Background: an optimization exercise with open tools, aiming at small area. Do not read the settings as production practice.
Only simulation tests tie the RTL to the original design; equivalence was not proved.
No activity file was given, so power comes from the tool's default toggle rates. No driver is modelled on the clock port, so clocking that relies on it looks cheaper here than on a real chip.

==> flow/design.v <==
module rv32i_core (
    input  logic Rst,
    input  logic Clk,
    output logic [31:0] imem_addr,
    input  logic [31:0] imem_rdata,
    output logic        dmem_re,
    output logic        dmem_we,
    output logic [1:0]  dmem_size,
    output logic [31:0] dmem_addr,
    output logic [31:0] dmem_wdata,
    input  logic [31:0] dmem_rdata,
    output logic        retire_valid,
    output logic [31:0] retire_pc,
    output logic        retire_we,
    output logic [4:0]  retire_rd,
    output logic [31:0] retire_wdata
);
    logic [4:0]  cnt;      
    logic [1:0]  fr;       
    logic        clr;      
    logic [31:2] pc;
    logic [31:0] adr, dat;
    logic        c;        
    logic        flag;     
    logic [4:0]  k;        
    wire [31:0] I = imem_rdata;
    wire [2:0]  f3 = I[14:12];
    wire [4:0]  rs1 = I[19:15];
    wire [4:0]  rs2 = I[24:20];
    wire [4:0]  rd  = I[11:7];
    wire is_ld    = ~I[6] & ~I[4] & ~I[5];
    wire is_st    = ~I[6] & ~I[4] &  I[5];
    wire is_br    =  I[6] & ~I[2];
    wire is_jalr  =  I[6] &  I[2] & ~I[3];
    wire is_jal   =  I[6] &  I[3];
    wire is_u     = ~I[6] &  I[4] &  I[2];
    wire is_lui   = is_u &  I[5];
    wire is_auipc = is_u & ~I[5];
    wire is_alu   = ~I[6] &  I[4] & ~I[2];
    wire is_op    = is_alu & I[5];
    wire is_sh    = is_alu & ~f3[1] & f3[0];
    wire is_slt   = is_alu & ~f3[2] & f3[1];
    wire is_calc  = is_alu & ~is_sh & ~is_slt;    
    wire left     = ~f3[2];
    wire [1:0] lastfr = (is_sh | (is_slt & is_op)) ? 2'd3 :
                        ((is_calc & ~is_op) | is_u | is_jal) ? 2'd1 : 2'd2;
    wire f1   = (fr == 2'd0) & ~clr;
    wire f2   = (fr == 2'd1);
    wire f3r  = (fr == 2'd2);
    wire pf   = (fr == lastfr) & ~clr;
    wire c0   = (cnt == 5'd0);
    wire c31  = (cnt == 5'd31);
    always_ff @(posedge Clk or posedge Rst)
        if (Rst) begin
            cnt <= 5'd0;
            fr  <= 2'd0;
            clr <= 1'b1;
        end else begin
            cnt <= cnt + 5'd1;
            if (c31) begin
                clr <= 1'b0;
                fr  <= (clr | pf) ? 2'd0 : fr + 2'd1;
            end
        end
    logic [31:0] rb0;                       
    logic        wbit;
    wire use_rs2 = is_sh ? (fr == 2'd0) : (fr == 2'd1);
    wire [4:0] ra = use_rs2 ? rs2 : rs1;
    wire r = rb0[ra];
    wire rf_we = (f1 & ((is_calc & ~is_op) | is_u | is_jal)) |
                 (f2 & ((is_calc & is_op) | (is_slt & ~is_op) | is_ld | is_jalr)) |
                 (f3r & (is_sh | is_slt));
    wire wb = wbit & ~clr;
    assign rb0[0] = 1'b0;
    for (genvar i = 1; i < 32; i++) begin : g_reg
        logic [31:0] q;
        wire sel = clr | (rf_we & (rd == i));
        always_ff @(posedge Clk)
            q <= {sel ? wb : q[0], q[31:1]};
        assign rb0[i] = q[0];
    end
    wire [31:0] pcw  = {pc, 2'b00};
    wire        pcbit = pcw[cnt];
    wire        four  = (cnt == 5'd2);
    wire [31:0] immI = {{20{I[31]}}, I[31:20]};
    wire [31:0] immS = {{20{I[31]}}, I[31:25], I[11:7]};
    wire [31:0] immB = {{19{I[31]}}, I[31], I[7], I[30:25], I[11:8], 1'b0};
    wire [31:0] immU = {I[31:12], 12'b0};
    wire [31:0] immJ = {{11{I[31]}}, I[31], I[19:12], I[20], I[30:21], 1'b0};
    wire [31:0] immv = is_u ? immU : is_st ? immS : is_br ? immB : is_jal ? immJ : immI;
    wire imm = immv[cnt];
    logic a, b, sub;
    always_comb begin
        a = pcbit;
        b = four;
        sub = 1'b0;
        if (f1) begin
            a   = (is_lui | is_sh) ? 1'b0 : (is_auipc | is_jal) ? pcbit : r;
            b   = is_jal ? four : is_op ? r : imm;
            sub = is_slt | (is_sh & left);
        end else if (f2 & ~pf & (is_alu | is_br)) begin
            a   = dat[0];
            b   = r;
            sub = is_slt | is_br | ((f3 == 3'b000) & I[30]);
        end else if (pf) begin
            b   = (is_jal | (is_br & flag)) ? imm : four;
        end
    end
    wire bx   = b ^ sub;
    wire cin  = c0 ? sub : c;
    wire sum  = a ^ bx ^ cin;
    wire cout = (a & bx) | (a & cin) | (bx & cin);
    logic res;
    always_comb
        case ({is_alu, f3})
            4'b1100: res = a ^ b;
            4'b1110: res = a | b;
            4'b1111: res = a & b;
            default: res = sum;
        endcase
    wire cmpf = (f1 & is_slt & ~is_op) | (f2 & ((is_slt & is_op) | is_br));
    wire acc  = ~c0 & flag;
    wire neq  = acc | sum;
    wire lt_u = ~cout;
    wire lt_s = (a ^ b) ? a : sum;
    wire taken = f3[0] ^ (f3[2] ? (f3[1] ? lt_u : lt_s) : ~neq);
    wire sltv  = f3[0] ? lt_u : lt_s;
    wire kz  = (k == 5'd0);
    wire tap = adr[k];
    wire ldin = f3[1] | (f3[0] ? ~cnt[4] : (cnt[4:3] == 2'b00));
    wire ldbit = c0 ? dmem_rdata[0] : ldin ? dat[0] : (~f3[2] & dat[31]);
    wire shbit = (left & kz) ? r : tap;
    always_comb
        if (f1) wbit = res;
        else if (f2 & is_calc) wbit = res;
        else if (is_slt) wbit = c0 & flag;
        else if (is_jalr) wbit = sum;
        else if (is_ld) wbit = ldbit;
        else wbit = shbit;
    logic dat_in;
    always_comb
        if (f1 & (is_op | is_br)) dat_in = r;          
        else if (f2 & is_st) dat_in = r;               
        else if (f1 & is_ld) dat_in = 1'b0;            
        else dat_in = wbit;
    logic adr_in;
    always_comb
        if (clr) adr_in = 1'b0;
        else if (is_sh & f2) adr_in = ~left & r;
        else if (is_sh & f3r) adr_in = left ? r : (I[30] & adr[31]);
        else if ((f2 & is_st) | (~f1 & is_jalr)) adr_in = adr[0];
        else adr_in = sum;
    wire dat_ld = f2 & is_ld & c0;
    always_ff @(posedge Clk) begin
        c   <= cout;
        adr <= {adr_in, adr[31:1]};
        dat <= {dat_in | (dat_ld & dmem_rdata[0]), dat[31:1] | ({31{dat_ld}} & dmem_rdata[31:1])};
        if (cmpf) flag <= c31 ? (is_br ? taken : sltv) : neq;
        if (f1 & is_sh & (cnt < 5'd5)) k <= {sum, k[4:1]};
        if (c31 & (pf | clr)) pc <= {adr_in, adr[31:3]};
    end
    assign imem_addr    = pcw;
    assign dmem_re      = f2 & is_ld & c0;
    assign dmem_we      = pf & is_st & c0;
    assign dmem_size    = f3[1:0];
    assign dmem_addr    = adr;
    assign dmem_wdata   = dat;
    assign retire_valid = pf & c0;
    assign retire_pc    = pcw;
    assign retire_we    = ~is_br & ~is_st & (rd != 5'd0);
    assign retire_rd    = rd;
    assign retire_wdata = dat;
endmodule
Settings: LEC_CHECK=0, ABC_AREA=1, CAP_MARGIN=20, CORE_MARGIN=2, CORE_UTILIZATION=40, SETUP_SLACK_MARGIN=0.5, SLEW_MARGIN=20; clock period 15.0 ns.
standard.sh (not shown) runs the stock make flow with config.mk's settings and CLKGATE_MAP_FILE= SYNTH_SCRIPT=/design/flow/synth_recipe.tcl, a recipe that flattens the netlist after the stock synthesis.
==> flow/flow/run.sh <==
#!/bin/bash
# Layout flow: the standard ORFS flow with three changes.
#  1. Synthesis is the standard synthesis (same passes, same registers)
#     but Yosys's abc call uses an area-oriented ABC script (flow/area.abc)
#     without a delay target.
#  2. Ports are buffered with the smallest buffer (buf_1).
#  3. CTS clusters more sinks per clock buffer and inserts no dummy loads.
set -euo pipefail
H=$(pwd)
VARS=(
  "SYNTH_SCRIPT=$H/flow/my_synth.tcl"
  "BUFFER_PORTS_ARGS=-buffer_cell sky130_fd_sc_hd__buf_1"
  "CTS_ARGS=-sink_clustering_enable -repair_clock_nets -dont_use_dummy_load -sink_clustering_size 30 -sink_clustering_max_diameter 100"
)
bash standard.sh "${VARS[@]}" synth > synth.log 2>&1
bash standard.sh "${VARS[@]}" finish > layout.log 2>&1
==> flow/flow/area.abc <==
strash
&get -n
&deepsyn -T 60
&dch -f
&nf -R 1000
&put
==> flow/flow/my_synth.tcl <==
# The standard synthesis (synth_recipe.tcl), with Yosys's abc call given an
# area-oriented ABC script and no delay target.
proc synth {args} { yosys synth -nofsm -noshare {*}$args }
set ::my_abc_script [file join [file dirname [file normalize [info script]]] area.abc]
proc abc {args} {
  set out {}
  set skip 0
  foreach a $args {
    if {$skip} { set skip 0; continue }
    if {$a in {-script -constr -D}} { set skip 1; continue }
    lappend out $a
  }
  yosys abc -script $::my_abc_script {*}$out
}
source $::env(SCRIPTS_DIR)/synth.tcl
# left out here: clear keep_hierarchy, flatten, clean up, hide names made inside functions, write 1_2_yosys.v
The first run finished clean.
Edit:
==> flow/flow/run.sh (replaced) <==
#!/bin/bash
# Standard ORFS layout with two changes: ports are buffered with the smallest
# buffer (buf_1) instead of clkdlybuf4s50_1, and CTS clusters more sinks per
# clock buffer and inserts no dummy loads.
set -euo pipefail
bash standard.sh \
  "BUFFER_PORTS_ARGS=-buffer_cell sky130_fd_sc_hd__buf_1" \
  "CTS_ARGS=-sink_clustering_enable -repair_clock_nets -dont_use_dummy_load -sink_clustering_size 25 -sink_clustering_max_diameter 100" \
  finish > standard_flow.log 2>&1
removed: flow/flow/area.abc
removed: flow/flow/my_synth.tcl
Utilization hardly moves.
Cell area increases by 4.3%.
Combinational power falls by 17%.
Setup slack improved by 1.9 ns.
Power climbs by 0.72%.
Wire length climbs by 5.3%.
Worst hold slack degrades by 0.019 ns.
Flip-flop and latch count is unchanged.
Area after synthesis went up by 4.2%.


rv32i_core, a different RTL version from the one above (not shown whole).
For scale: ~1600 cells after synthesis, about 1100 flip-flops.
==> flow/config.mk <==
export PLATFORM = sky130hd
export DESIGN_NAME = rv32i_core
export DESIGN_NICKNAME = rv32i_core
export VERILOG_FILES = /design/flow/design.v
export SDC_FILE = /design/flow/constraint.sdc
export NUM_CORES = 8
export LEC_CHECK = 0
export ABC_AREA = 1
export CAP_MARGIN = 20
export CORE_MARGIN = 2
export CORE_UTILIZATION = 65
export PLACE_DENSITY = 0.8
export SETUP_SLACK_MARGIN = 0.5
export SLEW_MARGIN = 20
==> flow/constraint.sdc <==
create_clock -name core_clock -period 15.0 [get_ports {Clk}]
set_input_delay 3.0000 -clock core_clock [delete_from_list [all_inputs] [get_ports {Clk}]]
set_output_delay 3.0000 -clock core_clock [all_outputs]
set_load 0.01 [all_outputs]
==> flow/flow/run.sh <==
#!/bin/bash
# Layout flow: the standard ORFS flow with three changes.
#  1. Synthesis is the standard synthesis (same passes, same registers)
#     but Yosys's abc call uses an area-oriented ABC script (flow/area.abc)
#     without a delay target.
#  2. Ports are buffered with the smallest buffer (buf_1).
#  3. CTS clusters more sinks per clock buffer and inserts no dummy loads.
set -euo pipefail
H=$(pwd)
VARS=(
  "SYNTH_SCRIPT=$H/flow/my_synth.tcl"
  "BUFFER_PORTS_ARGS=-buffer_cell sky130_fd_sc_hd__buf_1"
  "CTS_ARGS=-sink_clustering_enable -repair_clock_nets -dont_use_dummy_load -sink_clustering_size 34 -sink_clustering_max_diameter 100 -apply_ndr full -root_buf sky130_fd_sc_hd__clkbuf_8 -tree_buf sky130_fd_sc_hd__clkbuf_8"
)
bash standard.sh "${VARS[@]}" synth > synth.log 2>&1
bash standard.sh "${VARS[@]}" finish > layout.log 2>&1
==> flow/flow/area.abc <==
strash
&get -n
&deepsyn -J 50
&dch -f
&nf -R 1000
&put
==> flow/flow/my_synth.tcl <==
# The standard synthesis (synth_recipe.tcl), with Yosys's abc call given an
# area-oriented ABC script and no delay target.
proc synth {args} { yosys synth -nofsm -noshare {*}$args }
set ::my_abc_script [file join [file dirname [file normalize [info script]]] area.abc]
proc abc {args} {
  set out {}
  set skip 0
  foreach a $args {
    if {$skip} { set skip 0; continue }
    if {$a in {-script -constr -D}} { set skip 1; continue }
    lappend out $a
  }
  yosys abc -script $::my_abc_script {*}$out
}
source $::env(SCRIPTS_DIR)/synth.tcl
# left out here: clear keep_hierarchy, flatten, clean up, hide names made inside functions, write 1_2_yosys.v
The starting point went through all stages and came out clean.
==> next run, changes <==
--- a/flow/flow/run.sh
+++ b/flow/flow/run.sh
@@ -12,3 +12,3 @@
   "BUFFER_PORTS_ARGS=-buffer_cell sky130_fd_sc_hd__buf_1"
-  "CTS_ARGS=-sink_clustering_enable -repair_clock_nets -dont_use_dummy_load -sink_clustering_size 34 -sink_clustering_max_diameter 100 -apply_ndr full -root_buf sky130_fd_sc_hd__clkbuf_8 -tree_buf sky130_fd_sc_hd__clkbuf_8"
+  "CTS_ARGS=-sink_clustering_enable -repair_clock_nets -dont_use_dummy_load -sink_clustering_size 36 -sink_clustering_max_diameter 100 -apply_ndr full -root_buf sky130_fd_sc_hd__clkbuf_4 -tree_buf sky130_fd_sc_hd__clkbuf_4"
 )
=> Maximum frequency grows slightly; routed wire length goes down slightly; worst hold slack gains 3.3 ps; register-to-register slack improves by 50 ps; non-clock buffer count stays the same.
==> next run, changes <==
--- a/flow/flow/run.sh
+++ b/flow/flow/run.sh
@@ -12,3 +12,3 @@
   "BUFFER_PORTS_ARGS=-buffer_cell sky130_fd_sc_hd__buf_1"
-  "CTS_ARGS=-sink_clustering_enable -repair_clock_nets -dont_use_dummy_load -sink_clustering_size 36 -sink_clustering_max_diameter 100 -apply_ndr full -root_buf sky130_fd_sc_hd__clkbuf_4 -tree_buf sky130_fd_sc_hd__clkbuf_4"
+  "CTS_ARGS=-sink_clustering_enable -repair_clock_nets -dont_use_dummy_load -sink_clustering_size 36 -sink_clustering_max_diameter 100 -apply_ndr full -root_buf sky130_fd_sc_hd__clkbuf_8 -tree_buf sky130_fd_sc_hd__clkbuf_8"
 )
What happened: The new run finished clean; non-clock buffer count does not change; global-route usage went down by 0.20 points; hold slack gets better by 12 ps; synthesized area does not change; cell count is about the same; routed wire length went down by 1.2%; design area hardly moves; power went up by 0.54%; sequential power barely changes; sequential share of layout area is about the same; combinational power barely changes.


## wip/yarrow
rv32i_core, a different RTL version from the one above (not shown whole).
Size: about 1600 cells after synthesis, ~1100 flip-flops, about 25000 um^2 of cells after synthesis.
==> flow/design.v (excerpt) <==
module rv32i_core (
    input  logic Rst,
    input  logic Clk,
    output logic [31:0] imem_addr,
    input  logic [31:0] imem_rdata,
    output logic        dmem_re,
    output logic        dmem_we,
    output logic [1:0]  dmem_size,
    output logic [31:0] dmem_addr,
    output logic [31:0] dmem_wdata,
    input  logic [31:0] dmem_rdata,
    output logic        retire_valid,
    output logic [31:0] retire_pc,
    output logic        retire_we,
    output logic [4:0]  retire_rd,
    output logic [31:0] retire_wdata
);
    logic [4:0]  cnt;      
    logic [1:0]  fr;       
    logic        clr;      
    logic [31:2] pc;
    logic [31:0] adr, dat;
    logic        c;        
    logic        flag;     
    logic [4:0]  k;        
    wire [31:0] I = imem_rdata;
    wire [2:0]  f3 = I[14:12];
    wire [4:0]  rs1 = I[19:15];
    wire [4:0]  rs2 = I[24:20];
    wire [4:0]  rd  = I[11:7];
    wire is_ld    = ~I[6] & ~I[4] & ~I[5];
    wire is_st    = ~I[6] & ~I[4] &  I[5];
    wire is_br    =  I[6] & ~I[2];
    wire is_jalr  =  I[6] &  I[2] & ~I[3];
    wire is_jal   =  I[6] &  I[3];
    wire is_u     = ~I[6] &  I[4] &  I[2];
    wire is_lui   = is_u &  I[5];
    wire is_alu   = ~I[6] &  I[4] & ~I[2];
    wire is_op    = is_alu & I[5];
    wire is_sh    = is_alu & ~f3[1] & f3[0];
    wire is_slt   = is_alu & ~f3[2] & f3[1];
    wire is_calc  = is_alu & ~is_sh & ~is_slt;    
    wire left     = ~f3[2];
  ...
==> flow/config.mk <==
export PLATFORM = sky130hd
export DESIGN_NAME = rv32i_core
export DESIGN_NICKNAME = rv32i_core
export VERILOG_FILES = /design/flow/design.v
export SDC_FILE = /design/flow/constraint.sdc
export NUM_CORES = 8
export LEC_CHECK = 0
export ABC_AREA = 1
export CAP_MARGIN = 20
export CORE_MARGIN = 2
export CORE_UTILIZATION = 65
export PLACE_DENSITY = 0.8
export SETUP_SLACK_MARGIN = 0.5
export SLEW_MARGIN = 20
==> flow/constraint.sdc <==
create_clock -name core_clock -period 15.0 [get_ports {Clk}]
set_input_delay 3.0000 -clock core_clock [delete_from_list [all_inputs] [get_ports {Clk}]]
set_output_delay 3.0000 -clock core_clock [all_outputs]
set_load 0.01 [all_outputs]
==> flow/flow/run.sh <==
#!/bin/bash
# Layout flow: the standard ORFS flow with three changes.
#  1. Synthesis is the standard synthesis (same passes, same registers)
#     but Yosys's abc call uses an area-oriented ABC script (flow/area.abc)
#     without a delay target.
#  2. Ports are buffered with the smallest buffer (buf_1).
#  3. CTS clusters more sinks per clock buffer and inserts no dummy loads.
set -euo pipefail
H=$(pwd)
VARS=(
  "SYNTH_SCRIPT=$H/flow/my_synth.tcl"
  "BUFFER_PORTS_ARGS=-buffer_cell sky130_fd_sc_hd__buf_1"
  "CTS_ARGS=-sink_clustering_enable -repair_clock_nets -dont_use_dummy_load -sink_clustering_size 35 -sink_clustering_max_diameter 100 -apply_ndr full -root_buf sky130_fd_sc_hd__clkbuf_4 -tree_buf sky130_fd_sc_hd__clkbuf_4"
)
bash standard.sh "${VARS[@]}" synth > synth.log 2>&1
bash standard.sh "${VARS[@]}" finish > layout.log 2>&1
Scripts as last shown in full above: flow/flow/area.abc, flow/flow/my_synth.tcl
wip/yarrow completed every stage of the flow, and the final layout passed the timing, design-rule and antenna checks.
## Diff of input files: wip/umber against wip/yarrow
--- a/flow/flow/run.sh
+++ b/flow/flow/run.sh
@@ -11,5 +11,5 @@
   "SYNTH_SCRIPT=$H/flow/my_synth.tcl"
   "BUFFER_PORTS_ARGS=-buffer_cell sky130_fd_sc_hd__buf_1"
-  "CTS_ARGS=-sink_clustering_enable -repair_clock_nets -dont_use_dummy_load -sink_clustering_size 35 -sink_clustering_max_diameter 100 -apply_ndr full -root_buf sky130_fd_sc_hd__clkbuf_4 -tree_buf sky130_fd_sc_hd__clkbuf_4"
+  "CTS_ARGS=-sink_clustering_enable -repair_clock_nets -dont_use_dummy_load -sink_clustering_size 35 -sink_clustering_max_diameter 100 -apply_ndr full -root_buf sky130_fd_sc_hd__clkbuf_8 -tree_buf sky130_fd_sc_hd__clkbuf_8"
 )
 bash standard.sh "${VARS[@]}" synth > synth.log 2>&1
Findings:
Looking at wip/umber and wip/yarrow, the clock power is a wash. Height of the die came out exactly the same in wip/umber and wip/yarrow. wip/umber vs wip/yarrow on hold slack: wip/umber is the higher one. Between wip/yarrow and wip/umber, routed length on met3 increased. Taking wip/yarrow as the reference, in wip/umber met3 demand-to-capacity share in global routing went down by 0.31 points, fraction of area in clock buffers and inverters was more or less identical, initial antenna violation count went down by 2, met1 track utilization from global routing was more or less identical, overall power went up by 0.44%. wip/umber vs wip/yarrow on achievable clock frequency: wip/umber is the lower one.
Here is what was changed in the inputs of wip/raven compared with wip/umber.
--- a/flow/flow/run.sh
+++ b/flow/flow/run.sh
@@ -11,5 +11,5 @@
   "SYNTH_SCRIPT=$H/flow/my_synth.tcl"
   "BUFFER_PORTS_ARGS=-buffer_cell sky130_fd_sc_hd__buf_1"
-  "CTS_ARGS=-sink_clustering_enable -repair_clock_nets -dont_use_dummy_load -sink_clustering_size 35 -sink_clustering_max_diameter 100 -apply_ndr full -root_buf sky130_fd_sc_hd__clkbuf_8 -tree_buf sky130_fd_sc_hd__clkbuf_8"
+  "CTS_ARGS=-sink_clustering_enable -repair_clock_nets -dont_use_dummy_load -sink_clustering_size 34 -sink_clustering_max_diameter 100 -apply_ndr full -root_buf sky130_fd_sc_hd__clkbuf_8 -tree_buf sky130_fd_sc_hd__clkbuf_8"
 )
 bash standard.sh "${VARS[@]}" synth > synth.log 2>&1
Final instance area essentially unchanged between wip/raven and wip/umber. Taking wip/umber as the reference point, the worst max-slew margin expressed relative to the limit of wip/raven rises by 0.72 points. Overall routed net length (wip/raven vs. wip/umber) decreases by a few percent. [wip/raven] detailed-routing iteration count for the pre-antenna-repair pass rose 2 relative to wip/umber. Met2 capacity usage during global routing, wip/umber and wip/raven: smaller value in wip/raven. Net switching power (higher): wip/umber.
--- input diff wip/raven..wip/fjord ---
--- a/flow/flow/run.sh
+++ b/flow/flow/run.sh
@@ -11,5 +11,5 @@
   "SYNTH_SCRIPT=$H/flow/my_synth.tcl"
   "BUFFER_PORTS_ARGS=-buffer_cell sky130_fd_sc_hd__buf_1"
-  "CTS_ARGS=-sink_clustering_enable -repair_clock_nets -dont_use_dummy_load -sink_clustering_size 34 -sink_clustering_max_diameter 100 -apply_ndr full -root_buf sky130_fd_sc_hd__clkbuf_8 -tree_buf sky130_fd_sc_hd__clkbuf_8"
+  "CTS_ARGS=-sink_clustering_enable -repair_clock_nets -dont_use_dummy_load -sink_clustering_size 36 -sink_clustering_max_diameter 100 -apply_ndr full -root_buf sky130_fd_sc_hd__clkbuf_8 -tree_buf sky130_fd_sc_hd__clkbuf_8"
 )
 bash standard.sh "${VARS[@]}" synth > synth.log 2>&1
--- a/flow/config.mk
+++ b/flow/config.mk
@@ -9,6 +9,6 @@
 export CAP_MARGIN = 20
 export CORE_MARGIN = 2
-export CORE_UTILIZATION = 65
-export PLACE_DENSITY = 0.8
+export CORE_UTILIZATION = 60
+export PLACE_DENSITY = 0.95
 export SETUP_SLACK_MARGIN = 0.5
 export SLEW_MARGIN = 20
[summary]
Setup WNS wip/raven -> wip/fjord: worse
Summary of wip/fjord over wip/raven: delay contributed by the slowest stage of the critical path decreased by 0.06 ns relative to the old numbers; minimum period implied by the final worst setup slack rose by 0.22 ns; number of filler cells placed in the layout shows an increase of 343.
wip/raven → wip/fjord: final area held steady; overall power shows a reduction of about 0.4%.
Diff wip/fjord and wip/raven: switching power summed over all nets lower in wip/raven
Compared wip/fjord against wip/raven; cell leakage power within noise.
Diff wip/raven -> wip/fjord: hold slack fell by 0.047 ns; count of clock-net buffers in the final layout decreased by 2 relative to the old numbers; layout multi-input combinational cell count was more or less identical.
Input-level comparison between wip/amber and wip/fjord:
==> flow/flow/run.sh <==
#!/bin/bash
# Layout flow: the standard ORFS flow with three changes.
#  1. Synthesis is the standard synthesis (same passes, same registers)
#     but Yosys's abc call uses an area-oriented ABC script (flow/area.abc)
#     without a delay target.
#  2. Ports are buffered with the smallest buffer (buf_1).
#  3. CTS clusters up to 35 sinks per clock buffer, inserts no dummy loads,
#     routes clock nets with a wider non-default rule (less capacitance per
#     length, so each buffer can drive more sinks within the slew limit) and
#     uses clkbuf_4 above the leaf buffers.
set -euo pipefail
H=$(pwd)
VARS=(
  "SYNTH_SCRIPT=$H/flow/my_synth.tcl"
  "BUFFER_PORTS_ARGS=-buffer_cell sky130_fd_sc_hd__buf_1"
  "CTS_ARGS=-sink_clustering_enable -repair_clock_nets -dont_use_dummy_load -sink_clustering_size 35 -sink_clustering_max_diameter 100 -apply_ndr full -root_buf sky130_fd_sc_hd__clkbuf_4 -tree_buf sky130_fd_sc_hd__clkbuf_4"
)
bash standard.sh "${VARS[@]}" synth > synth.log 2>&1
bash standard.sh "${VARS[@]}" finish > layout.log 2>&1
--- a/flow/config.mk
+++ b/flow/config.mk
@@ -9,6 +9,6 @@
 export CAP_MARGIN = 20
 export CORE_MARGIN = 2
-export CORE_UTILIZATION = 60
-export PLACE_DENSITY = 0.95
+export CORE_UTILIZATION = 65
+export PLACE_DENSITY = 0.8
 export SETUP_SLACK_MARGIN = 0.5
 export SLEW_MARGIN = 20
Findings:
wip/amber against wip/fjord: tightest slew margin relative to the limit up 6.9 points, post-layout instance area level, register-to-register setup slack has increased, number of standard cells in the final layout excluding fillers went down 19.
met1 routing resource usage after global routing came out higher on wip/amber than on wip/fjord.
--- input diff wip/amber..wip/zinc ---
--- a/flow/flow/run.sh
+++ b/flow/flow/run.sh
@@ -14,5 +14,5 @@
   "SYNTH_SCRIPT=$H/flow/my_synth.tcl"
   "BUFFER_PORTS_ARGS=-buffer_cell sky130_fd_sc_hd__buf_1"
-  "CTS_ARGS=-sink_clustering_enable -repair_clock_nets -dont_use_dummy_load -sink_clustering_size 35 -sink_clustering_max_diameter 100 -apply_ndr full -root_buf sky130_fd_sc_hd__clkbuf_4 -tree_buf sky130_fd_sc_hd__clkbuf_4"
+  "CTS_ARGS=-sink_clustering_enable -repair_clock_nets -dont_use_dummy_load -sink_clustering_size 36 -sink_clustering_max_diameter 80 -apply_ndr full -root_buf sky130_fd_sc_hd__clkbuf_4 -tree_buf sky130_fd_sc_hd__clkbuf_4"
 )
 bash standard.sh "${VARS[@]}" synth > synth.log 2>&1
Notes after the runs:
- Every run (wip/zinc and wip/amber) finished clean.
- Taking wip/amber as the reference, in wip/zinc wire length of the first global-routing pass shrank by 3.6%, part of the total power dissipated in the clock network grew by 0.4 points.
- wip/zinc has minimum clock period after layout above what wip/amber had.
- Average via count per standard cell in wip/zinc is about 0.9% below wip/amber.
- wip/zinc vs wip/amber — global-route usage dropped 0.95 points.
- In terms of final area, wip/amber and wip/zinc differ only marginally.

## static timing again, ports no longer ideal
Ports are ideal in the flow. The routed layouts listed here were re-timed in OpenROAD. Step 1: set_driving_cell puts a clkbuf_16 on Clk and a buf_2 on each other input, an assumption about the parent block. Step 2 times the ports against the registers' clock, not the clock port: input delays grow and output delays shrink by t, the midpoint of the rising clock arrivals with the driver on. Slacks: ideal / step 1 / step 2; pairs: ideal / step 1.
run	shift t [ns]	slack for setup (ns)	hold WS [ns]	worst setup path at the end	slew at the worst register clock pin (ns)
the first run of note 1	0.631	4.859 / 4.894 / 4.263	0.305 / 0.305 / 0.305	input to register	0.11 / 0.11
the second run of note 1	0.632	6.732 / 6.701 / 6.701	0.287 / 0.287 / 0.287	input to output	0.09 / 0.09
the first run of note 2	0.712	4.347 / 4.335 / 3.623	0.298 / 0.298 / 0.298	input to register	0.12 / 0.12
the second run of note 2	0.839	4.518 / 4.509 / 3.670	0.301 / 0.301 / 0.301	input to register	0.13 / 0.13
the third run of note 2	0.677	4.311 / 4.300 / 3.623	0.313 / 0.313 / 0.313	input to register	0.12 / 0.12
wip/yarrow	0.883	7.188 / 7.215 / 6.332	0.284 / 0.284 / 0.284	input to register	0.12 / 0.12
wip/umber	0.698	7.022 / 7.035 / 6.338	0.288 / 0.288 / 0.288	input to register	0.12 / 0.12
wip/raven	0.715	7.060 / 7.090 / 6.375	0.315 / 0.315 / 0.315	input to register	0.12 / 0.12
wip/fjord	0.717	6.844 / 6.861 / 6.144	0.267 / 0.267 / 0.267	input to register	0.12 / 0.12
wip/amber	0.883	7.188 / 7.215 / 6.332	0.284 / 0.284 / 0.284	input to register	0.12 / 0.12
wip/zinc	0.890	7.091 / 7.116 / 6.225	0.252 / 0.252 / 0.252	input to register	0.12 / 0.12
After both steps every run listed still meets setup and hold. For wip/zinc, which loses most, drivers alone change the setup slack by +0.025 ns; drivers and shift together by -0.866 ns.
